Source: an optimization exercise on an open RTL-to-GDS flow (aim: small area). Production flows keep margins and buffers that such runs may drop.
In this exercise RTL edits were held to simulation tests only and were not proved equivalent to the original.
Power is estimated from default activity; no workload was simulated. The clock port is modelled as an ideal driver; clocking choices that lean on that would not hold on a real chip.

## flow/config.mk

```make
export PLATFORM = sky130hd
export DESIGN_NAME = ddr_memory_rtl
export DESIGN_NICKNAME = ddr_memory_rtl
export VERILOG_FILES = /design/flow/design.v
export SDC_FILE = /design/flow/constraint.sdc
export NUM_CORES = 4
export LEC_CHECK = 0
export CAP_MARGIN = 0
export CORE_MARGIN = 2
export CORE_UTILIZATION = 60
export CTS_BUF_LIST = sky130_fd_sc_hd__clkbuf_16
export CTS_CLUSTER_DIAMETER = 100
export CTS_CLUSTER_SIZE = 30
export SLEW_MARGIN = 0
```

## flow/constraint.sdc

```tcl
create_clock -name core_clock -period 4.0 [get_ports {clk}]
set_input_delay 0.8000 -clock core_clock [delete_from_list [all_inputs] [get_ports {clk}]]
set_output_delay 0.8000 -clock core_clock [all_outputs]
set_load 0.01 [all_outputs]
```

## flow/design.v

```verilog
module ddr_memory_rtl #(
    parameter ADDR_WIDTH = 4,
    parameter DATA_WIDTH = 32,
    parameter MEM_SIZE   = 16
) (
    input  logic                  clk,
    input  logic                  reset,
    input  logic                  wr,        
    input  logic                  rd,        
    input  logic [ADDR_WIDTH-1:0] addr,      
    input  logic [DATA_WIDTH-1:0] wdata,     
    output logic [DATA_WIDTH-1:0] rdata,     
    output logic                  response
);
  logic [DATA_WIDTH-1:0] mem[0:MEM_SIZE-1];
  logic [MEM_SIZE-1:0]   valid;
  logic [MEM_SIZE-1:0]   we;
  logic [MEM_SIZE-1:0]   sel;
  logic [DATA_WIDTH-1:0] rd_next;
  always_comb begin
    for (int i = 0; i < MEM_SIZE; i++) begin
      we[i]  = wr && addr == ADDR_WIDTH'(i);
      sel[i] = rd && valid[i] && addr == ADDR_WIDTH'(i);
    end
  end
  always_ff @(posedge clk or posedge reset) begin
    if (reset) begin
      valid    <= '0;
      response <= 1'b0;
    end else begin
      valid    <= valid | we;
      response <= wr;
    end
  end
  always_ff @(posedge clk) begin
    for (int i = 0; i < MEM_SIZE; i++)
      if (we[i]) mem[i] <= wdata;
  end
  always_comb begin
    rd_next = '0;
    for (int k = 0; k < 5; k++)
      rd_next = rd_next | ((mem[3*k] & {DATA_WIDTH{sel[3*k]}}) | (mem[3*k+1] & {DATA_WIDTH{sel[3*k+1]}}) | (mem[3*k+2] & {DATA_WIDTH{sel[3*k+2]}}));
    rd_next = rd_next | (mem[15] & {DATA_WIDTH{sel[15]}});
  end
  always_ff @(posedge clk) begin
    rdata <= rd_next;
  end
endmodule
```

## flow/flow/run.sh

```bash
#!/bin/bash
# Standard layout, with the port buffers built from the smallest buffer cell and
# the clock tree built without dummy balancing loads.
set -euo pipefail
export BUFFER_PORTS_ARGS="-buffer_cell sky130_fd_sc_hd__buf_1"
export CTS_ARGS="-sink_clustering_enable -repair_clock_nets -buf_list sky130_fd_sc_hd__clkbuf_16 -sink_clustering_size 30 -sink_clustering_max_diameter 100 -dont_use_dummy_load"
bash standard.sh > standard_flow.log 2>&1
```

## flow/standard.sh

```bash
#!/bin/bash
# synth_recipe.tcl (not shown) runs the flow's synth.tcl, then flattens the netlist and writes it again
# the make line also repeats each setting of config.mk as NAME=value (left out here)
make -C /OpenROAD-flow-scripts/flow DESIGN_CONFIG=/design/flow/config.mk WORK_HOME=/design/flow/orfs CLKGATE_MAP_FILE= SYNTH_SCRIPT=/design/flow/synth_recipe.tcl "${@:-finish}"
```

==> summary.txt, run 1 <==
Floorplan
  – Die ar.: 34200 um^2
  – Die H: 185 um
  – Effective utilization at floorplan: 60.7%
  – Cell row count: 66
  – Area of the core: 32400 um^2
  – Number of I/O pins: 73
  – Die width: 185 um

Placement
  – Place WS: 1.12 ns
  – Post-Place Cell Area: 20600 um^2
  – Routability cong.: 0.790
  – HPWL after DPL: 23600 um
  – Port buffer count: 72

Drt
  – Initial DRC Count: 871
  – Via density: 6.69
  – DRC: 0
  – Final WL: 45100 um
  – Wire length per cell: 30.2 um
  – Drt pass-1 iters: 5
  – Total number of vias: 10000
  – Detail Route Antenna Nets: 0

STA
  – Final hold slack: 0.306 ns
  – Final Critical Period: 2.36 ns
  – Final Hold Fails: 0
  – RSZ-0062 raised after global routing: false
  – Slew HR: 30.5%
  – Setup TNS: 0 ns
  – Slew Viols, Final: 0
  – Pin slew with the least headroom to its limit: 1.04 ns
  – Final setup viols: 0
  – Final Skew: 0.0187 ns
  – Tcrit/Tclk final: 59.1%
  – Setup ws final: 1.64 ns
  – Fmax: 423 MHz

Clocking
  – CTS buffer count: 22
  – Post-CTS setup buffer count: 0
  – Clock root buffer: clkbuf_16
  – CTS Hold Bufs: 0
  – CTS tree: yes
  – # H-tree levels: 1
  – Clock Latency Late Sink: 0.56 ns
  – Clock Pin Slew Worst Setup and Hold Paths: 0.11 ns
  – # resized after CTS: 0
  – CTS Buffer Depth: 3
  – Clk sinks: 561

GRT
  – First-pass GRT wire length: 64900 um
  – Pin count of the biggest net entering global routing: 34
  – Vias in the first global route: 9828
  – Overflow after GRT: 0
  – Initial antenna violation count: 3
  – GRT Total Usage: 26.6%

Synth
  – Yosys warning total: 2
  – Synthesized flop and latch total: 561
  – Mapped Cells: 994
  – Synthesized area: 19600 um^2
  – Sequential share of the synthesized area: 83.7%
  – Synth Area per Inst: 19.8 um^2
  – Net count after synthesis: 1034
  – Count of different cell masters after synthesis: 29

Critical path
  – Worst reg2reg startpoint: valid[13]
  – Reg2reg path depth: 4
  – Req. time, crit path: 4.49 ns
  – Worst setup EP type: flop
  – Worst reg2reg setup slack: 2.01 ns
  – Critical Path AT: 2.86 ns
  – Worst setup SP type: input port
  – Worst Path Max Fanout: 32
  – WS Path Type: input port to flop
  – RR Endpoint: rdata[16]

Pwr
  – Static Leakage: 6.54 nW
  – Comb pwr share: 4.0%
  – Cell-internal power: 0.00768 W
  – Clock share of power: 27.1%
  – Sequential power share: 69.0%
  – P_sw: 0.00193 W
  – Pwr Density: 454 nW/um^2
  – Max rail drop VDD: 390 uV
  – Switching portion of total power: 20.1%

Cells and area
  – Commonest non-fill, non-tap cells in the layout: edfxtp_1, a22o_1, a221oi_1
  – Ratio of cells with drive above 1 in the final layout: 9.60%
  – Nets: 1094
  – Layout Area Growth over Synthesis: 7.74%
  – Fillers: 2249
  – Commonest non-fill, non-tap cell in the layout: edfxtp_1
  – Finished Cell Area: 21200 um^2

Min path
  – Hold Crit Class: input port to async pin

Status
  – Status: timing/DRC/antenna clean

Run
  – Max-Cap Viols: 0
## sequential cells by signal, summed over array words and instances (netlist names)
| name | cells |
|---|---|
| valid | 16 |
| rdata | 32 |
| response | 1 |
| mem | 512 |
## power groups by stage
| stage | clock, W | combinational, W | sequential [W] |
|---|---|---|---|
| 2_1_floorplan | 0 | 0.000159 | 0.00676 |
| 3_3_place_gp | 0 | 0.000373 | 0.00675 |
| 3_5_place_dp | 0 | 0.000380 | 0.00676 |
| 4_1_cts | 0.00264 | 0.000382 | 0.00662 |
| 5_1_grt | 0.00281 | 0.000413 | 0.00664 |
| 6_report | 0.00260 | 0.000380 | 0.00662 |
## worst max-delay path by stage
| stage | from | to | slack, ns | depth (start not counted) |
|---|---|---|---|---|
| 2_1_floorplan | addr[2] | mem[0][0] | 0.89 | 2 |
| 3_3_place_gp | addr[3] | rdata[5] | 1.14 | 6 |
| 3_5_place_dp | addr[1] | rdata[10] | 1.12 | 6 |
| 4_1_cts | addr[1] | rdata[18] | 1.69 | 6 |
| 5_1_grt | addr[3] | rdata[16] | 1.54 | 6 |
| 6_report | addr[1] | rdata[18] | 1.64 | 6 |
## metrics by stage
stage | std cells | util (%) | total power, W
after floorplan | 994 | - | 0.00692
after global routing | 1495 | 65.4 | 0.00986
after CTS | 1494 | 65.4 | 0.00964
after detailed placement | 1472 | 63.7 | 0.00714
final | 1495 | 65.4 | 0.00960
after global placement | 1472 | 63.7 | 0.00713
## critical path, cell delays in order
cell and delay (ns):
buf_1 0.23, nor2b_1 0.40, and3_2 0.93, a22o_1 0.24, a221oi_1 0.06, nand4_1 0.18
## logic make-up (layout without fill, tap and decap cells)
| logic type | after synthesis | after routing | share of synthesized area [%] |
|---|---|---|---|
| buffers and inverters | 64 | 122 | 1.63 |
| other | 0 | 1 | 0 |
| flip-flops | 561 | 561 | 83.7 |
| AO/OA/AOI/OAI | 254 | 254 | 11.3 |
| AND/OR/NAND/NOR | 115 | 115 | 3.34 |
## Yosys cell counts (all sizes together)
cell | count | area share, %
a221oi | 114 | 5.1
a22o | 130 | 5.8
a22oi | 10 | 0.41
and2 | 1 | 0.032
and3 | 16 | 0.54
and3b | 2 | 0.089
buf | 31 | 1.0
clkbuf | 32 | 0.61
dfrtp | 17 | 2.2
dfxtp | 32 | 3.3
edfxtp | 512 | 78
inv | 1 | 0.019
nand2 | 7 | 0.13
nand2b | 2 | 0.064
nand3 | 1 | 0.025
nand3b | 2 | 0.076
nand4 | 36 | 1.1
nor2 | 25 | 0.48
nor2b | 2 | 0.064
nor3b | 1 | 0.038
nor4 | 1 | 0.032
or2 | 17 | 0.54
or3b | 1 | 0.045
or4 | 1 | 0.038
## per-layer routing
metal	vias to the layer above	wire (um)	track usage, %
li1	4292	-	-
met1	5264	19100	37.0
met2	364	22400	44.7
met3	80	2240	2.95
met4	2	1310	8.76
met5	-	13	0
## cell type report
class | instances | area (um^2) | share of cell area, %
antenna | 1 | 2.50 | 0.0118
clock buffer | 22 | 551 | 2.60
inverter | 1 | 3.75 | 0.0177
multi-input combinational | 369 | 3020 | 14.3
sequential | 561 | 16400 | 77.7
tap | 442 | 553 | 2.61
timing repair buffer | 99 | 586 | 2.77
==> run 2: changes to the inputs <==
--- a/flow/config.mk
+++ b/flow/config.mk
@@ -8,5 +8,5 @@
 export CAP_MARGIN = 0
 export CORE_MARGIN = 2
-export CORE_UTILIZATION = 60
+export CORE_UTILIZATION = 75
 export CTS_BUF_LIST = sky130_fd_sc_hd__clkbuf_16
 export CTS_CLUSTER_DIAMETER = 100
==> run 2 against run 1 <==
  * Critical path depth down 1
  * Cell count down 7.4%
  * Highest routed layer unchanged
  * Largest cell class unchanged
  * Area after synthesis did not move
  * Critical endpoint is now rdata[0]
  * Sequential power barely moved
  * Worst setup slack worse by 0.11 ns
==> summary.txt, run 2 <==
Status
  – Status: timing/DRC/antenna clean

Critical path
  – RR Endpoint: rdata[13]
  – Critical Path End: rdata[0]
  – Worst Path Max Fanout: 31 (-3.1%)
  – Worst reg2reg startpoint: valid[15]
  – Worst reg2reg setup slack: 1.90 ns (-0.11 ns)
  – Worst setup SP type: input port
  – Slowest CP cell: and3_2
  – Reg2reg path depth: 6 (+2)
  – Req. time, crit path: 4.47 ns (-0.02 ns)
  – Worst setup EP type: flop
  – Max stage delay on crit path: 1.00 ns (+0.07 ns)
  – CP startpoint: addr[1]
  – WS Path Type: input port to flop
  – Critical Path AT: 2.95 ns (+0.09 ns)
  – Cell Chain, Critical Path: buf_1 -> nor2b_1 -> and3_2 -> a221oi_1 -> nand4_1

STA
  – Final Skew: 0.0325 ns (+0.0139 ns)
  – Tcrit/Tclk final: 61.8% (+2.7 points)
  – Setup ws final: 1.53 ns (-0.109 ns)
  – Setup TNS: 0 ns (unchanged)
  – Final Critical Period: 2.47 ns (+0.109 ns)
  – Fmax: 405 MHz (-4.4%)
  – Final setup viols: 0 (unchanged)
  – Pin slew with the least headroom to its limit: 1.07 ns (+0.0327 ns)
  – Final Hold Fails: 0 (unchanged)
  – Slew HR: 28.4% (-2.2 points)
  – Slew Viols, Final: 0 (unchanged)
  – RSZ-0062 raised after global routing: false

GRT
  – Overflow after GRT: 0 (unchanged)
  – First-pass GRT wire length: 64400 um (-0.81%)
  – Vias in the first global route: 10100 (+3.0%)
  – GRT Total Usage: 32.2% (+5.6 points)
  – Pin count of the biggest net entering global routing: 34 (unchanged)
  – Initial antenna violation count: 1 (-2)

Pwr
  – Static Leakage: 6.51 nW (-0.42%)
  – Max rail drop VDD: 550 uV (+41%)
  – Pwr Density: 457 nW/um^2 (+0.67%)

Synth
  – Post-synth ARST share: 3.03% (unchanged)
  – Synth Area per Inst: 19.8 um^2 (unchanged)
  – Net count after synthesis: 1034 (unchanged)
  – Synth top cells by count: edfxtp_1, a22o_1, a221oi_1
  – Count of different cell masters after synthesis: 29 (unchanged)
  – Synthesized flop and latch total: 561 (unchanged)
  – Yosys warning total: 2 (unchanged)
  – Sequential share of the synthesized area: 83.7% (unchanged)
  – Top FF cell, synth: edfxtp_1
  – Most frequent cell after synthesis: edfxtp_1
  – Synthesized area: 19600 um^2 (unchanged)
  – Cell taking the most area after synthesis: edfxtp_1
  – Yosys top cell area share: 78.3% (unchanged)
  – EDFF count, synth: 512 (unchanged)
  – Synth area leaders: edfxtp_1, a22o_1, a221oi_1
  – Mapped Cells: 994 (unchanged)

Placement
  – Place WS: 1.01 ns (-0.113 ns)
  – Port buffer count: 72 (unchanged)
  – HPWL after DPL: 23000 um (-2.5%)
  – Routability cong.: 0.801 (+1.4%)

Cells and area
  – Biggest register: mem
  – Top Registers: mem: 512 flops, rdata: 32 flops, valid: 16 flops
  – Nets: 1092 (-0.18%)
  – Layout Area Growth over Synthesis: 6.59%
  – Largest register FFs: 512 (unchanged)
  – Commonest non-fill, non-tap cell in the layout: edfxtp_1
  – Ratio of cells with drive above 1 in the final layout: 9.43% (-0.17 points)
  – Commonest non-fill, non-tap cells in the layout: edfxtp_1, a22o_1, a221oi_1
  – Antenna cells: 0 (-1)

Clocking
  – CTS buffer count: 22 (unchanged)
  – Clock root buffer: clkbuf_16
  – Clock Pin Slew Worst Setup and Hold Paths: 0.11 ns (about the same)
  – CTS Hold Bufs: 0 (unchanged)
  – Clock Latency Late Sink: 0.56 ns (about the same)
  – Clk sinks: 561 (unchanged)
  – CTS tree: yes
  – CTS Buffer Depth: 3 (unchanged)
  – Post-CTS setup buffer count: 0 (unchanged)
  – # H-tree levels: 1 (unchanged)
  – # resized after CTS: 0 (unchanged)

Drt
  – Met3 WL: 4610 um (+110%)
  – M1 wire length: 16000 um (-16%)
  – Drt pass-1 iters: 6 (+1)
  – Via density: 7.42 (+11%)
  – Total number of vias: 10300 (+2.8%)
  – Wire length per cell: 31.6 um (+4.9%)
  – Met2 wire len: 21800 um (-2.6%)
  – Initial DRC Count: 1515 (+74%)
  – DRC: 0 (unchanged)
  – Final WL: 43800 um (-2.8%)
  – Detail Route Antenna Nets: 0 (unchanged)
  – Highest routed metal layer: met5

Floorplan
  – Effective utilization at floorplan: 75.8% (+15 points)
  – Die width: 166 um (-10%)
  – Die H: 166 um (-10%)
  – Cell row count: 59 (-11%)
  – Number of I/O pins: 73 (unchanged)
  – Die ar.: 27500 um^2 (-20%)
  – Area of the core: 25900 um^2 (-20%)

Min path
  – Hold Crit Class: input port to async pin

Run
  – Max-Cap Viols: 0 (unchanged)
-- run 2: per-layer routing --
| metal | vias up | track usage, % |
|---|---|---|
| met3 | 104 | 5.39 |
| met4 | 2 | 11.0 |
| met2 | 697 | 53.5 |
| met5 | - | 0 |
| met1 | 5190 | 44.7 |
| li1 | 4290 | - |
-- run 2: area by class of cell --
cell class | count | area (um^2)
Clock buffer | 22 | 551
Tap cell | 335 | 419
Fill cell | 1263 | 4980
Timing Repair Buffer | 97 | 495
Inverter | 1 | 3.75
Sequential cell | 561 | 16400
Multi-Input combinational cell | 369 | 3020
-- run 2: critical path: cells and delay by family --
kind	cells	cell delay [ns]
AO/OA/AOI/OAI	1	0.30
AND/OR/NAND/NOR	3	1.61
buffers and inverters	1	0.21
-- run 2: worst min path at each step --
stage,end,depth (start not counted)
after floorplan,valid[0],1
after global placement,valid[5],1
after detailed placement,valid[4],1
after CTS,response,2
after global routing,response,2
final,response,2
-- run 2: cells by family (layout without fill, tap and decap cells) --
logic type             count (synthesis)  in the layout  synth area share [%]
buffers and inverters                 64            120                  1.63
AO/OA/AOI/OAI                        254            254                  11.3
AND/OR/NAND/NOR                      115            115                  3.34
flip-flops                           561            561                  83.7
-- run 2: stage by stage --
stage,util [%],power [W],area [um^2],hold slack (ns),std cells
6_report,80.8,0.00957,20900,0.302,1385
5_1_grt,80.8,0.00979,20900,0.354,1385
4_1_cts,80.8,0.00955,20900,0.300,1385
3_5_place_dp,78.7,0.00713,20400,0.445,1363
3_3_place_gp,78.7,0.00711,20400,0.443,1363
2_1_floorplan,-,0.00692,19600,0.430,994
-- run 2: where the power goes --
group	switching, W	internal [W]	leakage (nW)
Sequential	0.0000597	0.00657	5.06
Clock	0.00157	0.000996	0.271
Combinational	0.000268	0.000111	1.18
==> run 3: changes to the inputs <==
--- a/flow/config.mk
+++ b/flow/config.mk
@@ -12,3 +12,4 @@
 export CTS_CLUSTER_DIAMETER = 100
 export CTS_CLUSTER_SIZE = 30
+export GPL_TIMING_DRIVEN = 0
 export SLEW_MARGIN = 0
==> run 3 against run 2 <==
  * Still clean
  * Cell count is 3.9% higher
  * Area after synthesis stayed put
  * Design area is 2.0% higher
  * Clock-buffer cell count stayed put
  * Synthesized cell count stayed put
  * Total power is 0.23% higher
  * Global-route usage is 2.7 points higher
  * Critical path type unchanged
  * Critical endpoint is now rdata[7]
  * Largest cell class unchanged
==> summary.txt, run 3 <==
Status
  – Status: timing/DRC/antenna clean

GRT
  – Vias in the first global route: 10700 (+6.0%)
  – GRT Total Usage: 34.9% (+2.7 points)
  – First-pass GRT wire length: 68400 um (+6.3%)
  – Overflow after GRT: 0 (unchanged)
  – Pin count of the biggest net entering global routing: 31 (-8.8%)
  – Initial antenna violation count: 0 (-1)

Critical path
  – Critical Path AT: 3.34 ns (+0.39 ns)
  – Worst Path Max Fanout: 10 (-68%)
  – Critical Path End: rdata[7]
  – CP startpoint: addr[2]
  – Worst reg2reg startpoint: valid[15]
  – WS Path Type: input port to flop
  – Req. time, crit path: 4.50 ns (+0.03 ns)
  – Reg2reg path depth: 6 (unchanged)
  – RR Endpoint: rdata[2]
  – Worst setup EP type: flop
  – Worst reg2reg setup slack: 1.70 ns (-0.20 ns)
  – Worst setup SP type: input port

Pwr
  – Cell-internal power: 0.00768 W (+0.12%)
  – Static Leakage: 6.72 nW (+3.2%)
  – Max rail drop VDD: 412 uV (-25%)
  – P_sw: 0.00191 W (+0.66%)
  – Switching portion of total power: 19.9% (+0.085 points)
  – Sequential power share: 69.1% (-0.2 points)
  – Clock share of power: 26.7% (about the same)
  – Comb pwr share: 4.2% (+0.2 points)
  – Pwr Density: 449 nW/um^2 (-1.7%)

Clocking
  – Clock Latency Late Sink: 0.55 ns (about the same)
  – # resized after CTS: 0 (unchanged)
  – Clock Pin Slew Worst Setup and Hold Paths: 0.12 ns (about the same)
  – Clk sinks: 561 (unchanged)
  – Clock root buffer: clkbuf_16
  – # H-tree levels: 1 (unchanged)
  – CTS buffer count: 22 (unchanged)
  – CTS tree: yes
  – Post-CTS setup buffer count: 0 (unchanged)
  – CTS Hold Bufs: 0 (unchanged)
  – CTS Buffer Depth: 3 (unchanged)

Drt
  – Drt pass-1 iters: 5 (-1)
  – Detail Route Antenna Nets: 0 (unchanged)
  – Total number of vias: 10700 (+4.3%)
  – Wire length per cell: 33.1 um (+4.5%)
  – Final WL: 47600 um (+8.6%)
  – Via density: 7.45 (+0.39%)
  – Initial DRC Count: 1407 (-7.1%)
  – DRC: 0 (unchanged)

Synth
  – Count of different cell masters after synthesis: 29 (unchanged)
  – Synth area leaders: edfxtp_1, a22o_1, a221oi_1
  – Synth top cells by count: edfxtp_1, a22o_1, a221oi_1
  – Yosys top cell area share: 78.3% (unchanged)
  – Net count after synthesis: 1034 (unchanged)
  – Most frequent cell after synthesis: edfxtp_1
  – Mapped Cells: 994 (unchanged)
  – EDFF count, synth: 512 (unchanged)
  – Yosys warning total: 2 (unchanged)
  – Synth Area per Inst: 19.8 um^2 (unchanged)
  – Top FF cell, synth: edfxtp_1
  – Sequential share of the synthesized area: 83.7% (unchanged)
  – Cell taking the most area after synthesis: edfxtp_1
  – Synthesized flop and latch total: 561 (unchanged)
  – Synthesized area: 19600 um^2 (unchanged)
  – Post-synth ARST share: 3.03% (unchanged)

Floorplan
  – Die H: 166 um (unchanged)
  – Number of I/O pins: 73 (unchanged)
  – Die ar.: 27500 um^2 (unchanged)
  – Effective utilization at floorplan: 75.8% (unchanged)
  – Die width: 166 um (unchanged)
  – Area of the core: 25900 um^2 (unchanged)
  – Cell row count: 59 (unchanged)

Placement
  – HPWL after DPL: 28600 um (+24%)
  – Place WS: 0.687 ns (-0.319 ns)
  – Routability cong.: 0.882 (+10%)
  – Port buffer count: 72 (unchanged)

STA
  – Final hold slack: 0.310 ns (+0.00722 ns)
  – Slew HR: 30.1% (+1.8 points)
  – Tcrit/Tclk final: 71.0% (+9.2 points)
  – RSZ-0062 raised after global routing: false
  – Setup ws final: 1.16 ns (-0.369 ns)
  – Slew Viols, Final: 0 (unchanged)
  – Fmax: 352 MHz (-13%)
  – Pin slew with the least headroom to its limit: 1.05 ns (-0.0263 ns)
  – Final Skew: 0.0353 ns (+0.00279 ns)
  – Final Hold Fails: 0 (unchanged)
  – Final Critical Period: 2.84 ns (+0.369 ns)
  – Final setup viols: 0 (unchanged)

Cells and area
  – Nets: 1146 (+4.9%)
  – Biggest register: mem
  – Ratio of cells with drive above 1 in the final layout: 9.42% (about the same)
  – Largest register FFs: 512 (unchanged)
  – Layout Area Growth over Synthesis: 8.67%
  – Commonest non-fill, non-tap cell in the layout: edfxtp_1
  – Top Registers: mem: 512 flops, rdata: 32 flops, valid: 16 flops
  – Commonest non-fill, non-tap cells in the layout: edfxtp_1, a22o_1, a221oi_1
  – Antenna cells: 0 (unchanged)

Min path
  – Hold Crit Class: input port to async pin

Run
  – Max-Cap Viols: 0 (unchanged)
==> run 3: cell counts after synthesis <==
Identical to the previous run, type by type.
==> run 3: power groups by stage <==
stage                     combinational (W)  clock, W  sequential (W)
after floorplan                    0.000159         0         0.00676
after global placement             0.000358         0         0.00675
after detailed placement           0.000398         0         0.00675
after CTS                          0.000399   0.00254         0.00662
after global routing               0.000430   0.00271         0.00664
final                              0.000404   0.00256         0.00662
==> run 3: through the flow <==
stage | cell area (um^2) | util (%) | cells | power (W) | setup TNS, ns
CTS | 21300 | 82.4 | 1439 | 0.00956 | 0
floorplan | 19600 | - | 994 | 0.00692 | 0
detailed placement | 20800 | 80.2 | 1417 | 0.00715 | 0
finish | 21300 | 82.4 | 1439 | 0.00959 | 0
global placement | 20300 | 78.5 | 1401 | 0.00710 | -381.53
global route | 21300 | 82.4 | 1439 | 0.00978 | 0
==> run 3: logic make-up (layout without fill, tap and decap cells) <==
kind of cell | count (synthesis) | in the layout | share of synthesized area, %
buf+inv | 64 | 174 | 1.63
flops | 561 | 561 | 83.7
compound gates | 254 | 254 | 11.3
simple gates | 115 | 115 | 3.34
==> run 3: area by class of cell <==
type                            count  area [um^2]
Buffer                             63          317
Clock buffer                       22          551
Fill cell                        1255         4570
Inverter                            1         3.75
Multi-Input combinational cell    369         3000
Sequential cell                   561        16400
Tap cell                          335          419
Timing Repair Buffer               88          613
==> run 3: layer usage <==
metal | vias up | GRT usage, % | wire length, um
met3 | 173 | 6.27 | 5250
met1 | 5362 | 46.3 | 16500
li1 | 4398 | - | -
met4 | 0 | 15.2 | 2320
met2 | 793 | 58.1 | 23500
met5 | - | 0 | 0
==> run 3: how the worst min path moves through the flow <==
stage                          end      from  slack (ns)
after floorplan           valid[0]  valid[0]        0.43
after global placement    valid[1]  valid[1]        0.44
after detailed placement  valid[4]  valid[4]        0.45
after CTS                 valid[9]     reset        0.34
after global routing      valid[5]     reset        0.40
final                     valid[9]     reset        0.31
==> run 3: worst max-delay path: stages <==
cell      delay, ns
buf_1          0.18
nor3b_1        0.62
and3_1         0.25
clkbuf_1       0.21
clkbuf_1       0.81
a221oi_1       0.30
nand4_1        0.16
==> run 4: changes to the inputs <==
--- a/flow/config.mk
+++ b/flow/config.mk
@@ -8,8 +8,7 @@
 export CAP_MARGIN = 0
 export CORE_MARGIN = 2
-export CORE_UTILIZATION = 75
+export CORE_UTILIZATION = 85
 export CTS_BUF_LIST = sky130_fd_sc_hd__clkbuf_16
 export CTS_CLUSTER_DIAMETER = 100
 export CTS_CLUSTER_SIZE = 30
-export GPL_TIMING_DRIVEN = 0
 export SLEW_MARGIN = 0
==> run 4 against run 3 <==
  * Clock skew is 0.0066 ns higher
  * Global-route usage is 9.2 points higher
  * Non-clock buffer count is 55 lower
  * Flip-flop and latch count stayed put
  * Register-to-register slack worse by 0.04 ns
  * Largest cell class unchanged
==> summary.txt, run 4 <==
Status
  – Status: timing/DRC/antenna clean

Placement
  – HPWL after DPL: 25800 um (-9.7%)
  – Cells after DPL: 1312 (-7.4%)
  – Routability cong.: 0.829 (-6.1%)
  – Port buffer count: 72 (unchanged)

STA
  – Final Hold Fails: 0 (unchanged)
  – Tcrit/Tclk final: 71.8% (+0.78 points)
  – Slew Viols, Final: 0 (unchanged)
  – Fmax: 348 MHz (-1.1%)
  – Setup TNS: 0 ns (unchanged)
  – Slew HR: 17.4% (-13 points)
  – Final setup viols: 0 (unchanged)
  – Final Critical Period: 2.87 ns (+0.0312 ns)
  – Pin slew with the least headroom to its limit: 1.24 ns (+0.187 ns)
  – RSZ-0062 raised after global routing: false
  – Final Skew: 0.0419 ns (+0.00661 ns)

Pwr
  – Max rail drop VDD: 480 uV (+17%)
  – Tot Pwr: 0.00966 W (+0.72%)
  – Pwr Density: 462 nW/um^2 (+2.9%)
  – Static Leakage: 6.51 nW (-3.1%)

Critical path
  – Cell Chain, Critical Path: buf_1 -> nor3b_1 -> and3_2 -> a22o_1 -> a221oi_1 -> nand4_1
  – Worst setup SP type: input port
  – Req. time, crit path: 4.50 ns (about the same)
  – WS Path Type: input port to flop
  – CP top delay family: simple AND/OR/NAND/NOR gates
  – Worst Path Max Fanout: 31 (+21)
  – Buf/Inv on CP: 1 (-2)
  – Max stage delay on crit path: 0.90 ns (+0.09 ns)
  – Worst setup EP type: flop
  – Slowest CP cell: and3_2
  – Critical Path AT: 3.37 ns (+0.03 ns)

Cells and area
  – Layout Area Growth over Synthesis: 6.38%
  – Non-Filler Instances: 1336 (-7.2%)
  – Biggest register: mem
  – Commonest non-fill, non-tap cells in the layout: edfxtp_1, a22o_1, a221oi_1
  – Top Registers: mem: 512 flops, rdata: 32 flops, valid: 16 flops
  – Largest register FFs: 512 (unchanged)
  – Layout Utilization: 92.3% (+9.9 points)
  – Commonest non-fill, non-tap cell in the layout: edfxtp_1
  – Nets: 1091 (-4.8%)
  – Ratio of cells with drive above 1 in the final layout: 9.34% (-0.078 points)

Floorplan
  – Die ar.: 24300 um^2 (-11%)
  – Die H: 156 um (-5.9%)
  – Number of I/O pins: 73 (unchanged)
  – Area of the core: 22600 um^2 (-13%)
  – Cell row count: 55 (-6.8%)
  – Die width: 156 um (-5.9%)
  – Effective utilization at floorplan: 86.7% (+11 points)

Drt
  – Drt pass-1 iters: 5 (unchanged)
  – Final WL: 52400 um (+10%)
  – Via density: 8.53 (+14%)
  – Detail Route Antenna Nets: 0 (unchanged)
  – Total number of vias: 11400 (+6.2%)
  – Wire length per cell: 39.2 um (+18%)
  – Initial DRC Count: 2244 (+59%)
  – DRC: 0 (unchanged)

GRT
  – Pin count of the biggest net entering global routing: 34 (+9.7%)
  – Initial antenna violation count: 1 (+1)
  – GRT Total Usage: 44.1% (+9.2 points)
  – Vias in the first global route: 11400 (+6.5%)
  – First-pass GRT wire length: 74700 um (+9.1%)
  – Overflow after GRT: 0 (unchanged)

Synth
  – Post-synth ARST share: 3.03% (unchanged)
  – Synth top cells by count: edfxtp_1, a22o_1, a221oi_1
  – Most frequent cell after synthesis: edfxtp_1
  – Synth area leaders: edfxtp_1, a22o_1, a221oi_1
  – Mapped Cells: 994 (unchanged)
  – Cell taking the most area after synthesis: edfxtp_1
  – Yosys top cell area share: 78.3% (unchanged)
  – Count of different cell masters after synthesis: 29 (unchanged)
  – Synthesized area: 19600 um^2 (unchanged)
  – Synth Area per Inst: 19.8 um^2 (unchanged)
  – Synthesized flop and latch total: 561 (unchanged)
  – Net count after synthesis: 1034 (unchanged)
  – Sequential share of the synthesized area: 83.7% (unchanged)
  – Top FF cell, synth: edfxtp_1
  – EDFF count, synth: 512 (unchanged)
  – Yosys warning total: 2 (unchanged)

Clocking
  – CTS Hold Bufs: 0 (unchanged)
  – Clock Pin Slew Worst Setup and Hold Paths: 0.11 ns (about the same)
  – CTS buffer count: 22 (unchanged)
  – Clock root buffer: clkbuf_16
  – # resized after CTS: 0 (unchanged)
  – Clk sinks: 561 (unchanged)
  – CTS Buffer Depth: 3 (unchanged)
  – Clock Latency Late Sink: 0.58 ns (+0.03 ns)
  – # H-tree levels: 1 (unchanged)
  – CTS tree: yes
  – Post-CTS setup buffer count: 0 (unchanged)

Run
  – Max-Cap Viols: 0 (unchanged)

Min path
  – Hold Crit Class: input port to async pin
## run 4: cell count changes in the layout (fill, tap and decap cells not counted), moves of 2 or more
cell | before | now
clkbuf_1 | 32 | 0
buf_2 | 22 | 0
buf_4 | 0 | 19
and3_1 | 15 | 1
and3_2 | 0 | 14
buf_12 | 13 | 5
buf_6 | 7 | 0
buf_16 | 3 | 0
buf_1 | 74 | 72
diode_2 | 0 | 2
## run 4: path summary, 6_finish.rpt
| check | depth (start not counted) | slack (ns) | end | start |
|---|---|---|---|---|
| worst max-delay path | 6 | 1.13 | rdata[19] | addr[3] |
| worst min-delay path | 2 | 0.31 | valid[10] | reset |
| worst max register to register | 4 | 1.66 | rdata[31] | valid[12] |
| worst min register to register | 2 | 0.48 | rdata[17] | mem[8][17] |
| max in group asynchronous | 2 | 3.20 | valid[4] | reset |
| min in group core_clock | 2 | 0.48 | rdata[17] | mem[8][17] |
## run 4: cell type report
type / count / area (um^2)
fill: 594 / 1750
antenna: 2 / 5.00
inverter: 1 / 3.75
tap: 285 / 357
timing repair buffer: 96 / 513
multi-input combinational: 369 / 3020
sequential: 561 / 16400
clock buffer: 22 / 551
## run 4: stage by stage
stage / area (um^2) / hold slack, ns / setup WS (ns)
3_5_place_dp: 20300 / 0.454 / 0.959
6_report: 20900 / 0.308 / 1.13
4_1_cts: 20900 / 0.317 / 1.39
2_1_floorplan: 19600 / 0.430 / 0.886
3_3_place_gp: 20300 / 0.449 / 1.15
5_1_grt: 20900 / 0.382 / 1.18
## run 4: cells by family after synthesis
| logic type | synth area share (%) |
|---|---|
| simple gates | 3.34 |
| buf+inv | 1.63 |
| flops | 83.7 |
| compound gates | 11.3 |
## run 4: power by group
| part | total [W] | switching (W) | internal [W] | leakage [nW] |
|---|---|---|---|---|
| clock | 0.00260 | 0.00160 | 0.000996 | 0.271 |
| sequential | 0.00665 | 0.0000806 | 0.00657 | 5.06 |
| combinational | 0.000410 | 0.000299 | 0.000112 | 1.18 |
| total | 0.00966 | 0.00198 | 0.00768 | 6.51 |
## run 4: layer usage
layer	share of wire (%)	routed length, um	GRT usage (%)
met2	50	26000	71.7
met1	30	15900	57.4
met3	14	7410	8.53
met4	5.9	3080	25.3
met5	0	0	0
==> run 5: changes to the inputs <==
==> flow/flow/run.sh (replaced) <==
#!/bin/bash
# Standard layout, with the port buffers built from the smallest buffer cell and
# the clock tree built without dummy balancing loads.
set -euo pipefail
export BUFFER_PORTS_ARGS="-buffer_cell sky130_fd_sc_hd__buf_1"
export CTS_ARGS="-sink_clustering_enable -repair_clock_nets -buf_list sky130_fd_sc_hd__clkbuf_8 -sink_clustering_size 16 -sink_clustering_max_diameter 100 -dont_use_dummy_load"
bash standard.sh > standard_flow.log 2>&1
--- a/flow/config.mk
+++ b/flow/config.mk
@@ -8,5 +8,5 @@
 export CAP_MARGIN = 0
 export CORE_MARGIN = 2
-export CORE_UTILIZATION = 85
+export CORE_UTILIZATION = 60
 export CTS_BUF_LIST = sky130_fd_sc_hd__clkbuf_16
 export CTS_CLUSTER_DIAMETER = 100
==> run 5 against run 4 <==
  * Still clean on timing, DRC and antenna
  * Total power is 0.92% lower
  * Clock skew is 0.0041 ns higher
  * Area after synthesis stayed put
  * Clock-buffer cell count is 19 higher
  * Combinational power is 7.8% lower
  * Wire length is 14% lower
  * Flip-flop and latch count stayed put
  * Synthesized cell count stayed put
  * Critical path depth stayed put
  * Core utilization is 27 points lower
  * Hold slack worse by 0.026 ns
==> summary.txt, run 5 <==
Status
  – Status: timing/DRC/antenna clean

Cells and area
  – Nets: 1113 (+2.0%)
  – Largest register FFs: 512 (unchanged)
  – Commonest non-fill, non-tap cells in the layout: edfxtp_1, a22o_1, a221oi_1
  – Top Registers: mem: 512 flops, rdata: 32 flops, valid: 16 flops
  – Layout Area Growth over Synthesis: 7.81%
  – Biggest register: mem
  – Non-Filler Instances: 1514 (+13%)
  – Commonest non-fill, non-tap cell in the layout: edfxtp_1
  – Ratio of cells with drive above 1 in the final layout: 11.2% (+1.9 points)
  – Layout Utilization: 65.4% (-27 points)

STA
  – Final setup viols: 0 (unchanged)
  – Final Hold Fails: 0 (unchanged)
  – Slew HR: 31.6% (+14 points)
  – Setup TNS: 0 ns (unchanged)
  – Final Critical Period: 2.37 ns (-0.507 ns)
  – Pin slew with the least headroom to its limit: 1.03 ns (-0.209 ns)
  – Final hold slack: 0.282 ns (-0.0260 ns)
  – RSZ-0062 raised after global routing: false
  – Fmax: 423 MHz (+21%)
  – Tcrit/Tclk final: 59.1% (-13 points)
  – Final Skew: 0.0461 ns (+0.00413 ns)
  – Slew Viols, Final: 0 (unchanged)

Run
  – Max-Cap Viols: 0 (unchanged)

Placement
  – Cells after DPL: 1472 (+12%)
  – Port buffer count: 72 (unchanged)
  – Routability cong.: 0.790 (-4.7%)
  – HPWL after DPL: 23600 um (-8.5%)

Drt
  – Detail Route Antenna Nets: 0 (unchanged)
  – M1 wire length: 18900 um (+19%)
  – Drt pass-1 iters: 5 (unchanged)
  – Via density: 6.59 (-23%)
  – Met3 WL: 2360 um (-68%)
  – DRC: 0 (unchanged)
  – Met2 wire len: 22200 um (-14%)
  – Final WL: 45100 um (-14%)
  – Initial DRC Count: 917 (-59%)
  – Total number of vias: 9976 (-12%)
  – Wire length per cell: 29.8 um (-24%)
  – Highest routed metal layer: met5

Synth
  – Synth area leaders: edfxtp_1, a22o_1, a221oi_1
  – Synth top cells by count: edfxtp_1, a22o_1, a221oi_1
  – Synthesized area: 19600 um^2 (unchanged)
  – Post-Synth Adder-Cell Area: 0% (unchanged)
  – Largest family of logic cells by synthesized area: compound AO/OA/AOI/OAI gates
  – Net count after synthesis: 1034 (unchanged)
  – Mapped Cells: 994 (unchanged)
  – Count of different cell masters after synthesis: 29 (unchanged)
  – Cell taking the most area after synthesis: edfxtp_1
  – Sequential share of the synthesized area: 83.7% (unchanged)
  – Yosys top cell area share: 78.3% (unchanged)
  – Synthesized flop and latch total: 561 (unchanged)
  – Top FF cell, synth: edfxtp_1
  – Post-synth ARST share: 3.03% (unchanged)
  – Fraction of the mapped netlist area in simple logic gates: 3.34% (unchanged)
  – XOR/XNOR share of the synthesized area: 0% (unchanged)
  – Post-synthesis compound-gate area fraction: 11.3% (unchanged)
  – Mux contribution to synthesized area: 0% (unchanged)
  – EDFF count, synth: 512 (unchanged)
  – Most frequent cell after synthesis: edfxtp_1
  – Synth Area per Inst: 19.8 um^2 (unchanged)
  – Yosys warning total: 2 (unchanged)

GRT
  – Vias in the first global route: 9944 (-13%)
  – GRT Total Usage: 26.8% (-17 points)
  – First-pass GRT wire length: 65200 um (-13%)
  – Pin count of the biggest net entering global routing: 34 (unchanged)
  – Initial antenna violation count: 2 (+1)
  – Overflow after GRT: 0 (unchanged)

Pwr
  – Pwr Density: 452 nW/um^2 (-2.2%)
  – Static Leakage: 6.56 nW (+0.78%)
  – Tot Pwr: 0.00957 W (-0.92%)
  – Max rail drop VDD: 348 uV (-28%)

Critical path
  – Worst setup SP type: input port
  – Slowest CP cell: and3_2
  – Req. time, crit path: 4.50 ns (about the same)
  – Critical Path AT: 2.87 ns (-0.50 ns)
  – Cell Chain, Critical Path: buf_1 -> nor2b_1 -> and3_2 -> a22o_1 -> a221oi_1 -> nand4_1
  – Max stage delay on crit path: 0.94 ns (+0.04 ns)
  – Worst setup EP type: flop
  – WS Path Type: input port to flop
  – Worst Path Max Fanout: 32 (+3.2%)

Clocking
  – CTS buffer count: 41 (+86%)
  – Clock root buffer: clkbuf_8
  – # resized after CTS: 0 (unchanged)
  – CTS Hold Bufs: 0 (unchanged)
  – Clock Pin Slew Worst Setup and Hold Paths: 0.10 ns (about the same)
  – CTS Buffer Depth: 3 (unchanged)
  – Post-CTS setup buffer count: 0 (unchanged)
  – Clk sinks: 561 (unchanged)
  – Clock Latency Late Sink: 0.54 ns (-0.04 ns)
  – # H-tree levels: 2 (+1)
  – CTS tree: yes

Floorplan
  – Die ar.: 34200 um^2 (+41%)
  – Number of I/O pins: 73 (unchanged)
  – Die H: 185 um (+19%)
  – Effective utilization at floorplan: 60.7% (-26 points)
  – Area of the core: 32400 um^2 (+43%)
  – Cell row count: 66 (+20%)
  – Die width: 185 um (+19%)

Min path
  – Hold Crit Class: input port to async pin
[run 5: cell types whose count changed in the layout (fill, tap and decap cells not counted)]
cell,delta
buf_4,-1
clkbuf_8,+41
clkbuf_16,-22
diode_2,-1
buf_12,+4
[run 5: worst max-delay path, delay by kind of cell]
family                 cells  cell delay [ns]
AND/OR/NAND/NOR            3             1.52
AO/OA/AOI/OAI              2             0.30
buffers and inverters      1             0.22
[run 5: stage by stage]
stage	setup WS (ns)	area, um^2
final	1.63	21200
after global routing	1.54	21200
after CTS	1.70	21200
after detailed placement	1.12	20600
after global placement	1.14	20600
after floorplan	0.886	19600
[run 5: cell families after synthesis]
group                  Yosys count
AOI/OAI and AO/OA              254
and+or+nand+nor                115
buffers and inverters           64
DFF                            561
[run 5: routing by layer]
metal  vias up  track usage (%)
met5         -                0
met4         2             9.87
met3       105             3.68
met2       368             44.3
met1      5177             37.1
li1       4324                -
[run 5: area by class of cell]
| cell class | count | area [um^2] |
|---|---|---|
| Antenna cell | 1 | 2.50 |
| Clock buffer | 41 | 564 |
| Fill cell | 2264 | 11200 |
| Inverter | 1 | 3.75 |
| Multi-Input combinational cell | 369 | 3020 |
| Sequential cell | 561 | 16400 |
| Tap cell | 442 | 553 |
| Timing Repair Buffer | 99 | 586 |
[run 5: worst paths after layout]
path	from	endpoint	slack, ns	depth (start not counted)
max in group asynchronous	reset	valid[3]	3.25	2
worst max-delay path	addr[1]	rdata[6]	1.63	6
worst max register to register	valid[13]	rdata[16]	2.00	4
worst min register to register	mem[1][15]	rdata[15]	0.46	2
worst min-delay path	reset	valid[13]	0.28	2
min in group core_clock	wr	response	0.41	1
[run 5: where the power goes]
| part | leakage [nW] | switching [W] | internal (W) |
|---|---|---|---|
| clock | 0.295 | 0.00164 | 0.000924 |
| combinational | 1.21 | 0.000264 | 0.000114 |
| sequential | 5.06 | 0.0000586 | 0.00657 |
==> run 6: changes to the inputs <==
--- a/flow/design.v
+++ b/flow/design.v
@@ -39,7 +39,6 @@
   always_comb begin
     rd_next = '0;
-    for (int k = 0; k < 5; k++)
-      rd_next = rd_next | ((mem[3*k] & {DATA_WIDTH{sel[3*k]}}) | (mem[3*k+1] & {DATA_WIDTH{sel[3*k+1]}}) | (mem[3*k+2] & {DATA_WIDTH{sel[3*k+2]}}));
-    rd_next = rd_next | (mem[15] & {DATA_WIDTH{sel[15]}});
+    for (int i = 0; i < MEM_SIZE; i++)
+      rd_next = rd_next | (mem[i] & {DATA_WIDTH{sel[i]}});
   end
   always_ff @(posedge clk) begin
==> flow/flow/run.sh (replaced) <==
#!/bin/bash
# Standard layout, with the port buffers built from the smallest buffer cell and
# the clock tree built without dummy balancing loads.
set -euo pipefail
export BUFFER_PORTS_ARGS="-buffer_cell sky130_fd_sc_hd__buf_1"
export CTS_ARGS="-sink_clustering_enable -repair_clock_nets -buf_list sky130_fd_sc_hd__clkbuf_16 -sink_clustering_size 30 -sink_clustering_max_diameter 100 -dont_use_dummy_load"
bash standard.sh > standard_flow.log 2>&1
--- a/flow/config.mk
+++ b/flow/config.mk
@@ -6,5 +6,5 @@
 export NUM_CORES = 4
 export LEC_CHECK = 0
-export CAP_MARGIN = 0
+export CAP_MARGIN = 20
 export CORE_MARGIN = 2
 export CORE_UTILIZATION = 60
@@ -12,3 +12,3 @@
 export CTS_CLUSTER_DIAMETER = 100
 export CTS_CLUSTER_SIZE = 30
-export SLEW_MARGIN = 0
+export SLEW_MARGIN = 20
==> run 6 against run 5 <==
  * Still clean
  * Sequential power is essentially flat
  * Cell count grew 0.40%
  * Flip-flop and latch count is the same
  * Total power grew 0.59%
  * Worst setup slack lost 0.24 ns
  * Via count grew 3.2%
  * Critical path type unchanged
==> summary.txt, run 6 <==
Clocking
  – Clock Latency Late Sink: 0.56 ns (+0.02 ns)
  – Post-CTS setup buffer count: 0 (unchanged)
  – Clock Pin Slew Worst Setup and Hold Paths: 0.11 ns (about the same)
  – CTS Buffer Depth: 3 (unchanged)
  – # H-tree levels: 1 (-1)
  – Clk sinks: 561 (unchanged)
  – # resized after CTS: 0 (unchanged)
  – Clock root buffer: clkbuf_16
  – CTS tree: yes
  – CTS buffer count: 22 (-46%)
  – CTS Hold Bufs: 0 (unchanged)

STA
  – Tcrit/Tclk final: 65.2% (+6.1 points)
  – Slew Viols, Final: 0 (unchanged)
  – Slew HR: 26.8% (-4.8 points)
  – Final Critical Period: 2.61 ns (+0.242 ns)
  – Setup TNS: 0 ns (unchanged)
  – Final Skew: 0.0229 ns (-0.0231 ns)
  – Final setup viols: 0 (unchanged)
  – RSZ-0062 raised after global routing: false
  – Final Hold Fails: 0 (unchanged)
  – Fmax: 384 MHz (-9.3%)
  – Pin slew with the least headroom to its limit: 1.10 ns (+0.0722 ns)
  – Final hold slack: 0.317 ns (+0.0349 ns)

Cells and area
  – Nets: 1119 (+0.54%)
  – Layout Area Growth over Synthesis: 7.52%
  – Ratio of cells with drive above 1 in the final layout: 10.1% (-1.1 points)
  – Top Registers: mem: 512 flops, rdata: 32 flops, valid: 16 flops
  – Fillers: 2221 (-1.9%)
  – Biggest register: mem
  – Largest register FFs: 512 (unchanged)
  – Commonest non-fill, non-tap cells in the layout: edfxtp_1, a22o_1, a221oi_1
  – Commonest non-fill, non-tap cell in the layout: edfxtp_1

GRT
  – First-pass GRT wire length: 67500 um (+3.5%)
  – Vias in the first global route: 9912 (-0.32%)
  – Initial antenna violation count: 1 (-1)
  – Overflow after GRT: 0 (unchanged)
  – GRT Total Usage: 27.8% (+0.97 points)
  – Pin count of the biggest net entering global routing: 34 (unchanged)

Synth
  – Most frequent cell after synthesis: edfxtp_1
  – Cell taking the most area after synthesis: edfxtp_1
  – Mapped Cells: 1010 (+1.6%)
  – Yosys top cell area share: 77.9% (-0.35 points)
  – Count of different cell masters after synthesis: 34 (+17%)
  – Synth Area per Inst: 19.5 um^2 (-1.1%)
  – EDFF count, synth: 512 (unchanged)
  – Synth area leaders: edfxtp_1, a22o_1, a221oi_1
  – Synthesized flop and latch total: 561 (unchanged)
  – Top FF cell, synth: edfxtp_1
  – Synthesized area: 19700 um^2 (+0.45%)
  – Net count after synthesis: 1050 (+1.5%)
  – Synth top cells by count: edfxtp_1, a22o_1, a221oi_1
  – Sequential share of the synthesized area: 83.3% (-0.37 points)
  – Post-synth ARST share: 3.03% (unchanged)
  – Yosys warning total: 2 (unchanged)

Floorplan
  – Die H: 185 um (+0.22%)
  – Die width: 185 um (+0.22%)
  – Cell row count: 66 (unchanged)
  – Die ar.: 34300 um^2 (+0.43%)
  – Area of the core: 32500 um^2 (+0.26%)
  – Number of I/O pins: 73 (unchanged)
  – Effective utilization at floorplan: 60.8% (+0.12 points)

Drt
  – Detail Route Antenna Nets: 0 (unchanged)
  – Drt pass-1 iters: 5 (unchanged)
  – Wire length per cell: 30.8 um (+3.6%)
  – Initial DRC Count: 1356 (+48%)
  – Final WL: 46900 um (+4.0%)
  – DRC: 0 (unchanged)
  – Via density: 6.77 (+2.8%)
  – Total number of vias: 10300 (+3.2%)

Critical path
  – WS Path Type: input port to flop
  – Worst Path Max Fanout: 18 (-44%)
  – Worst setup SP type: input port
  – Worst setup EP type: flop
  – Critical Path AT: 3.10 ns (+0.23 ns)
  – Req. time, crit path: 4.49 ns (about the same)

Min path
  – Hold Crit Class: input port to async pin

Pwr
  – Static Leakage: 6.56 nW (about the same)
  – Pwr Density: 454 nW/um^2 (+0.41%)
  – Tot Pwr: 0.00962 W (+0.59%)
  – Max rail drop VDD: 359 uV (+3.3%)

Run
  – Max-Cap Viols: 0 (unchanged)

Placement
  – HPWL after DPL: 24400 um (+3.2%)
  – Routability cong.: 0.776 (-1.7%)
  – Port buffer count: 72 (unchanged)

Status
  – Status: timing/DRC/antenna clean
run 6: changes by cell type after synthesis, sizes merged, moves of 5 or more:
| cell | previous run | this run |
|---|---|---|
| a221oi | 114 | 107 |
| a22o | 130 | 113 |
| a22oi | 10 | 25 |
| and4 | 0 | 5 |
| buf | 31 | 42 |
| clkbuf | 32 | 22 |
| nand2 | 7 | 16 |
| nand4 | 36 | 41 |
| nor2 | 25 | 13 |
| nor3 | 0 | 9 |
run 6: kinds of logic after synthesis:
group	share of synthesized area (%)
DFF	83.3
AOI/OAI and AO/OA	11.0
buffers and inverters	1.70
and+or+nand+nor	3.98
run 6: per-layer routing:
metal / part of all wire, % / GRT usage, %
met3: 8.1 / 3.40
met5: 0 / 0
met2: 47 / 43.1
met1: 43 / 43.2
met4: 2.1 / 5.68
run 6: final cells by class:
| cell class | instances | area (um^2) | share of cell area, % |
|---|---|---|---|
| Multi-Input combinational cell | 384 | 3080 | 14.5 |
| Antenna cell | 1 | 2.50 | 0.0118 |
| Clock buffer | 22 | 551 | 2.60 |
| Sequential cell | 561 | 16400 | 77.5 |
| Inverter | 1 | 3.75 | 0.0177 |
| Timing Repair Buffer | 109 | 586 | 2.76 |
| Tap cell | 442 | 553 | 2.61 |
run 6: power breakdown:
part           internal [W]  total, W  switching [W]
combinational      0.000113  0.000388       0.000275
clock              0.000996   0.00261        0.00161
sequential          0.00657   0.00663      0.0000611
total               0.00767   0.00962        0.00195
run 6: final timing paths:
kind	start	endpoint	slack (ns)	cells after the start
max	addr[2]	rdata[22]	1.39	8
min	reset	valid[2]	0.32	2
max reg2reg	valid[2]	rdata[0]	2.03	5
min reg2reg	valid[13]	valid[13]	0.47	1
max in group asynchronous	reset	valid[13]	3.20	2
min in group core_clock	wr	response	0.44	1
run 6: stage by stage:
| stage | instance area (um^2) | instances | util [%] | worst slack [ns] |
|---|---|---|---|---|
| 6_report | 21200 | 1520 | 65.4 | 1.39 |
| 5_1_grt | 21200 | 1519 | 65.4 | 1.31 |
| 4_1_cts | 21200 | 1519 | 65.4 | 1.45 |
| 3_5_place_dp | 20700 | 1497 | 63.7 | 0.879 |
| 3_3_place_gp | 20700 | 1497 | 63.7 | 0.913 |
| 2_1_floorplan | 19700 | 1010 | - | -0.786 |
run 6: critical path, cell delays in order:
cell	delay [ns]
buf_1	0.42
nand2b_1	0.38
nor3_2	0.33
buf_4	0.32
buf_4	0.37
a22oi_1	0.15
and4_1	0.25
nand4_1	0.06
==> run 7: changes to the inputs <==
--- a/flow/design.v
+++ b/flow/design.v
@@ -39,6 +39,7 @@
   always_comb begin
     rd_next = '0;
-    for (int i = 0; i < MEM_SIZE; i++)
-      rd_next = rd_next | (mem[i] & {DATA_WIDTH{sel[i]}});
+    for (int k = 0; k < 5; k++)
+      rd_next = rd_next | ((mem[3*k] & {DATA_WIDTH{sel[3*k]}}) | (mem[3*k+1] & {DATA_WIDTH{sel[3*k+1]}}) | (mem[3*k+2] & {DATA_WIDTH{sel[3*k+2]}}));
+    rd_next = rd_next | (mem[15] & {DATA_WIDTH{sel[15]}});
   end
   always_ff @(posedge clk) begin
==> flow/flow/run.sh (replaced) <==
#!/bin/bash
# The standard layout (standard.sh), with three changes to how it is built:
#  - synthesis is synth_recipe.tcl unchanged, except that its technology mapping
#    call (abc) runs flow/abc_area.script, an area-oriented mapping, in place of
#    ORFS's speed script;
#  - the port buffers use the smallest buffer cell;
#  - the clock tree is built from large clusters of clkbuf_16, without dummy loads.
# Each tool's output goes to the logs under orfs/logs and to flow_standard.log.
set -euo pipefail
W=$PWD
cat > "$W/flow_synth.tcl" <<EOF
proc abc {args} {
  set i [lsearch -exact \$args -script]
  if {\$i >= 0} { lset args [expr {\$i + 1}] {$W/flow/abc_area.script} }
  yosys abc {*}\$args
}
source {$W/synth_recipe.tcl}
EOF
sed "s#SYNTH_SCRIPT=[^ ]*#SYNTH_SCRIPT=$W/flow_synth.tcl#" standard.sh > flow_standard.sh
grep -q "SYNTH_SCRIPT=$W/flow_synth.tcl" flow_standard.sh
export BUFFER_PORTS_ARGS="-buffer_cell sky130_fd_sc_hd__buf_1"
export CTS_ARGS="-sink_clustering_enable -repair_clock_nets -buf_list sky130_fd_sc_hd__clkbuf_16 -sink_clustering_size 40 -sink_clustering_max_diameter 60 -dont_use_dummy_load"
bash flow_standard.sh > flow_standard.log 2>&1
==> flow/flow/abc_area.script (new file) <==
strash
&get -n
&st
&dch
&nf -R 1000 -C 32
&put
--- a/flow/config.mk
+++ b/flow/config.mk
@@ -6,9 +6,9 @@
 export NUM_CORES = 4
 export LEC_CHECK = 0
-export CAP_MARGIN = 20
+export CAP_MARGIN = 0
 export CORE_MARGIN = 2
-export CORE_UTILIZATION = 60
+export CORE_UTILIZATION = 75
 export CTS_BUF_LIST = sky130_fd_sc_hd__clkbuf_16
 export CTS_CLUSTER_DIAMETER = 100
 export CTS_CLUSTER_SIZE = 30
-export SLEW_MARGIN = 20
+export SLEW_MARGIN = 0
==> run 7 against run 6 <==
  * Combinational power shrank 8.0%
  * Maximum frequency rose by 1.9%
  * Area after synthesis is 3.9% lower
  * Critical path type unchanged
  * Critical endpoint is now rdata[9]
  * Synthesized cell count shrank 13%
  * Flip-flop and latch count did not move
==> summary.txt, run 7 <==
Synth
  – Synth Area per Inst: 21.7 um^2 (+11%)
  – Sequential share of the synthesized area: 86.7% (+3.4 points)
  – Synthesized flop and latch total: 561 (unchanged)
  – Top FF cell, synth: edfxtp_1
  – Net count after synthesis: 914 (-13%)
  – Yosys warning total: 2 (unchanged)
  – Most frequent cell after synthesis: edfxtp_1
  – EDFF count, synth: 512 (unchanged)
  – Cell taking the most area after synthesis: edfxtp_1
  – Synth area leaders: edfxtp_1, a222oi_1, dfxtp_1
  – Post-synth ARST share: 3.03% (unchanged)
  – Count of different cell masters after synthesis: 13 (-62%)
  – Yosys top cell area share: 81.1% (+3.2 points)
  – Synthesized area: 19000 um^2 (-3.9%)
  – Mapped Cells: 874 (-13%)
  – Synth top cells by count: edfxtp_1, a222oi_1, and3_1

GRT
  – Overflow after GRT: 0 (unchanged)
  – Vias in the first global route: 10600 (+6.9%)
  – Initial antenna violation count: 0 (-1)
  – Pin count of the biggest net entering global routing: 37 (+8.8%)
  – First-pass GRT wire length: 64800 um (-3.9%)
  – GRT Total Usage: 34.0% (+6.2 points)

Critical path
  – Worst setup SP type: input port
  – WS Path Type: input port to flop
  – Max stage delay on crit path: 0.92 ns (+0.50 ns)
  – Slowest CP cell: and4_1
  – CP startpoint: addr[1]
  – RR Endpoint: rdata[9]
  – CP top delay family: simple AND/OR/NAND/NOR gates
  – Cell Chain, Critical Path: buf_1 -> nor2b_1 -> and4_1 -> buf_4 -> a222oi_1 -> nand4_1
  – Req. time, crit path: 4.48 ns (about the same)
  – Worst reg2reg setup slack: 1.88 ns (-0.15 ns)
  – Buf/Inv on CP: 2 (-1)
  – Critical Path AT: 3.04 ns (-0.06 ns)
  – Worst Path Max Fanout: 17 (-1)
  – Worst setup EP type: flop
  – Worst reg2reg startpoint: valid[2]
  – Reg2reg path depth: 5 (unchanged)

Placement
  – HPWL after DPL: 22100 um (-9.4%)
  – Routability cong.: 0.799 (+2.9%)
  – Port buffer count: 72 (unchanged)

Clocking
  – Clock Latency Late Sink: 0.59 ns (+0.03 ns)
  – # resized after CTS: 0 (unchanged)
  – Clk sinks: 561 (unchanged)
  – Post-CTS setup buffer count: 0 (unchanged)
  – CTS tree: yes
  – Clock root buffer: clkbuf_16
  – # H-tree levels: 1 (unchanged)
  – CTS Buffer Depth: 3 (unchanged)
  – Clock Pin Slew Worst Setup and Hold Paths: 0.09 ns (-0.02 ns)
  – CTS buffer count: 31 (+41%)
  – CTS Hold Bufs: 0 (unchanged)

Run
  – Max-Cap Viols: 0 (unchanged)

Status
  – Status: timing/DRC/antenna clean

Cells and area
  – Register area: 16400 um^2 (unchanged)
  – Biggest register: mem
  – Layout Area Growth over Synthesis: 8.74%
  – Ratio of cells with drive above 1 in the final layout: 6.44% (-3.7 points)
  – Largest register FFs: 512 (unchanged)
  – Nets: 1036 (-7.4%)
  – Multi-input logic area: 2530 um^2 (-18%)
  – Commonest non-fill, non-tap cell in the layout: edfxtp_1
  – Commonest non-fill, non-tap cells in the layout: edfxtp_1, a222oi_1, buf_1
  – Antenna cells: 0 (-1)
  – Layout Utilization: 82.6% (+17 points)
  – Fillers: 1193 (-46%)
  – Top Registers: mem: 512 flops, rdata: 32 flops, valid: 16 flops

STA
  – Final setup viols: 0 (unchanged)
  – Setup TNS: 0 ns (unchanged)
  – Final Hold Fails: 0 (unchanged)
  – RSZ-0062 raised after global routing: false
  – Fmax: 391 MHz (+1.9%)
  – Final Critical Period: 2.56 ns (-0.0487 ns)
  – Tcrit/Tclk final: 64.0% (-1.2 points)
  – Slew Viols, Final: 0 (unchanged)
  – Pin slew with the least headroom to its limit: 1.23 ns (+0.130 ns)
  – Slew HR: 18.1% (-8.7 points)
  – Final Skew: 0.0437 ns (+0.0208 ns)

Drt
  – Final WL: 43700 um (-6.8%)
  – DRC: 0 (unchanged)
  – Via density: 7.79 (+15%)
  – Wire length per cell: 33.0 um (+7.0%)
  – Total number of vias: 10300 (+0.17%)
  – Initial DRC Count: 2075 (+53%)
  – Drt pass-1 iters: 10 (+5)
  – Detail Route Antenna Nets: 0 (unchanged)

Floorplan
  – Number of I/O pins: 73 (unchanged)
  – Cell row count: 58 (-12%)
  – Die H: 163 um (-12%)
  – Die width: 163 um (-12%)
  – Effective utilization at floorplan: 75.9% (+15 points)
  – Die ar.: 26600 um^2 (-23%)
  – Area of the core: 25000 um^2 (-23%)

Min path
  – Hold Crit Class: input port to async pin

Pwr
  – Pwr Density: 483 nW/um^2 (+6.4%)
  – Max rail drop VDD: 441 uV (+23%)
  – Static Leakage: 6.28 nW (-4.4%)
==> run 7: cell types whose count changed in the layout (fill, tap and decap cells not counted), sizes merged, moves of 16 or more <==
cell	before	now
a221oi	107	0
a222oi	0	160
a22o	113	0
a22oi	25	0
and3	15	48
buf	109	89
nand2	16	32
==> run 7: worst max path at each step <==
stage               cells after the start         end  slack, ns
floorplan                               2  mem[11][0]       1.65
global placement                        7   rdata[12]       1.04
detailed placement                      6    rdata[9]       0.96
CTS                                     7   rdata[20]       1.50
global route                            7   rdata[20]       1.31
finish                                  6    rdata[9]       1.44
==> run 7: logic make-up after synthesis <==
logic type             count (synthesis)  synth area share (%)
AND/OR/NAND/NOR                      152                  4.78
flip-flops                           561                  86.7
buffers and inverters                  1                0.0198
AO/OA/AOI/OAI                        160                  8.45
==> run 7: worst register-to-register path, delay by kind of cell (launching register included) <==
family	cells	cell delay (ns)
AO/OA/AOI/OAI	1	0.38
buffers and inverters	1	0.34
flip-flops	1	0.39
AND/OR/NAND/NOR	3	0.83
==> run 7: per-layer routing <==
layer / vias to the layer above / global-route usage [%] / part of all wire [%]
met5: - / 0 / 0
met4: 0 / 11.5 / 2.6
met3: 98 / 6.65 / 14
met2: 892 / 54.2 / 50
met1: 5140 / 48.7 / 33
li1: 4181 / - / -
==> run 7: layout make-up <==
class,instances,share of cell area (%)
inverter,1,0.0182
multi-input combinational,312,12.3
sequential,561,79.8
tap,330,2.00
clock buffer,31,3.76
timing repair buffer,89,2.17
==> run 7: metrics by stage <==
step / setup WS [ns] / instance area (um^2) / hold slack, ns / total power (W) / std cells
floorplan: 1.65 / 19000 / 0.421 / 0.00689 / 874
global placement: 1.04 / 19800 / 0.430 / 0.00708 / 1293
detailed placement: 0.957 / 19800 / 0.439 / 0.00711 / 1293
CTS: 1.50 / 20600 / 0.171 / 0.00995 / 1324
global route: 1.31 / 20600 / 0.182 / 0.0102 / 1324
finish: 1.44 / 20600 / 0.176 / 0.00995 / 1324
==> run 7: power by group <==
part           internal (W)  leakage (nW)  switching [W]
Clock               0.00137         0.382        0.00159
Combinational     0.0000993         0.829       0.000258
Sequential          0.00657          5.06      0.0000590
Total               0.00804          6.28        0.00191
==> run 8: changes to the inputs <==
--- a/flow/flow/run.sh
+++ b/flow/flow/run.sh
@@ -20,4 +20,4 @@
 grep -q "SYNTH_SCRIPT=$W/flow_synth.tcl" flow_standard.sh
 export BUFFER_PORTS_ARGS="-buffer_cell sky130_fd_sc_hd__buf_1"
-export CTS_ARGS="-sink_clustering_enable -repair_clock_nets -buf_list sky130_fd_sc_hd__clkbuf_16 -sink_clustering_size 40 -sink_clustering_max_diameter 60 -dont_use_dummy_load"
+export CTS_ARGS="-sink_clustering_enable -repair_clock_nets -buf_list sky130_fd_sc_hd__clkbuf_16 -sink_clustering_size 34 -sink_clustering_max_diameter 150 -dont_use_dummy_load"
 bash flow_standard.sh > flow_standard.log 2>&1
==> run 8 against run 7 <==
  * Sequential share of layout area rose by 1.1 points
  * Core utilization fell by 1.1 points
  * Global-route usage fell by 0.96 points
==> summary.txt, run 8 <==
Critical path
  – Worst Path Max Fanout: 17 (unchanged)
  – Worst setup SP type: input port
  – Critical Path AT: 3.02 ns (-0.02 ns)
  – RR Endpoint: rdata[10]
  – WS Path Type: input port to flop
  – Worst reg2reg startpoint: valid[2]

Drt
  – DRC: 0 (unchanged)
  – Initial DRC Count: 1891 (-8.9%)
  – Wire length per cell: 32.7 um (-0.94%)
  – Via density: 7.78 (-0.12%)
  – Final WL: 42900 um (-1.8%)
  – Detail Route Antenna Nets: 0 (unchanged)
  – Total number of vias: 10200 (-0.95%)
  – Drt pass-1 iters: 12 (+2)

GRT
  – Initial antenna violation count: 0 (unchanged)
  – Vias in the first global route: 10300 (-2.9%)
  – GRT Total Usage: 33.0% (-0.96 points)
  – Overflow after GRT: 0 (unchanged)
  – Pin count of the biggest net entering global routing: 35 (-5.4%)

Synth
  – Top FF cell, synth: edfxtp_1
  – Post-synth ARST share: 3.03% (unchanged)
  – Yosys warning total: 2 (unchanged)
  – Yosys top cell area share: 81.1% (unchanged)
  – Mapped Cells: 874 (unchanged)
  – EDFF count, synth: 512 (unchanged)
  – Most frequent cell after synthesis: edfxtp_1
  – Synthesized area: 19000 um^2 (unchanged)
  – Count of different cell masters after synthesis: 13 (unchanged)
  – Sequential share of the synthesized area: 86.7% (unchanged)
  – Net count after synthesis: 914 (unchanged)
  – Synth top cells by count: edfxtp_1, a222oi_1, and3_1
  – Cell taking the most area after synthesis: edfxtp_1

Cells and area
  – Fillers: 1257 (+5.4%)
  – Multi-input logic area: 2530 um^2 (unchanged)
  – Biggest register: mem
  – Ratio of cells with drive above 1 in the final layout: 5.39% (-1.0 points)
  – Finished Cell Area: 20300 um^2 (-1.3%)
  – Commonest non-fill, non-tap cell in the layout: edfxtp_1
  – Nets: 1025 (-1.1%)
  – Layout Utilization: 81.5% (-1.1 points)
  – Register area: 16400 um^2 (unchanged)
  – Top Registers: mem: 512 flops, rdata: 32 flops, valid: 16 flops
  – Commonest non-fill, non-tap cells in the layout: edfxtp_1, a222oi_1, buf_1

Floorplan
  – Number of I/O pins: 73 (unchanged)
  – Die ar.: 26600 um^2 (unchanged)
  – Die H: 163 um (unchanged)
  – Die width: 163 um (unchanged)
  – Cell row count: 58 (unchanged)

Clocking
  – Clk sinks: 561 (unchanged)
  – # resized after CTS: 0 (unchanged)
  – CTS tree: yes
  – Clock Latency Late Sink: 0.55 ns (-0.04 ns)
  – Clock Pin Slew Worst Setup and Hold Paths: 0.11 ns (+0.02 ns)
  – Clock root buffer: clkbuf_16
  – Post-CTS setup buffer count: 0 (unchanged)

Pwr
  – Pwr Density: 463 nW/um^2 (-4.1%)
  – Tot Pwr: 0.00941 W (-5.4%)
  – Static Leakage: 6.14 nW (-2.2%)
  – Max rail drop VDD: 522 uV (+18%)

Placement
  – Routability cong.: 0.799 (unchanged)
  – Port buffer count: 72 (unchanged)
  – Post-Place Cell Area: 19800 um^2 (unchanged)
  – HPWL after DPL: 22100 um (unchanged)

STA
  – Final setup viols: 0 (unchanged)
  – Pin slew with the least headroom to its limit: 1.29 ns (+0.0588 ns)
  – Tcrit/Tclk final: 64.5% (+0.54 points)
  – Final hold slack: 0.195 ns (+0.0196 ns)
  – Slew Viols, Final: 0 (unchanged)
  – Slew HR: 14.2% (-3.9 points)

Status
  – Status: timing/DRC/antenna clean

Run
  – Max-Cap Viols: 0 (unchanged)
-- run 8: cell counts after synthesis --
Identical to the previous run, type by type.
-- run 8: worst max path at each step --
stage / startpoint / end / slack (ns) / cells after the start
after floorplan: addr[3] / mem[11][0] / 1.65 / 2
after global placement: addr[1] / rdata[12] / 1.04 / 7
after detailed placement: addr[1] / rdata[9] / 0.96 / 6
after CTS: addr[1] / rdata[10] / 1.50 / 6
after global routing: addr[1] / rdata[10] / 1.31 / 7
final: addr[1] / rdata[10] / 1.42 / 6
-- run 8: worst max-delay path: stages --
cell      delay [ns]
buf_1           0.15
nor2b_1         0.39
and4_1          0.92
buf_4           0.44
a222oi_1        0.18
nand4_1         0.12
-- run 8: area by class of cell --
class / instances / area share, %
Clock buffer: 20 / 2.46
Inverter: 1 / 0.0185
Multi-Input combinational cell: 312 / 12.4
Sequential cell: 561 / 80.9
Tap cell: 330 / 2.03
Timing Repair Buffer: 89 / 2.20
-- run 8: metrics by stage --
| stage | setup WS, ns | cells |
|---|---|---|
| finish | 1.42 | 1313 |
| global route | 1.31 | 1313 |
| CTS | 1.50 | 1313 |
| detailed placement | 0.957 | 1293 |
| global placement | 1.04 | 1293 |
| floorplan | 1.65 | 874 |
-- run 8: where the power goes --
| part | switching (W) | internal, W | total (W) |
|---|---|---|---|
| Sequential | 0.0000577 | 0.00657 | 0.00663 |
| Clock | 0.00152 | 0.000911 | 0.00243 |
| Combinational | 0.000256 | 0.0000993 | 0.000356 |
| Total | 0.00183 | 0.00758 | 0.00941 |
-- run 8: layer usage --
layer,vias to the layer above,track usage (%),routed length (um)
met1,5082,47.7,14600
met5,-,0,0
li1,4152,-,-
met2,880,52.4,21000
met4,0,11.4,1140
met3,99,6.19,6130
-- run 8: kinds of logic after synthesis --
family / after synthesis / synth area share, %
buf+inv: 1 / 0.0198
simple gates: 152 / 4.78
compound gates: 160 / 8.45
flops: 561 / 86.7

Check on run 8: ideal ports give 1.420 ns setup slack; a clkbuf_16 on the clock port and buf_2 on the inputs give 1.443 ns; moving port delays by the midpoint clock arrival (0.579 ns) as well gives 0.864 ns.
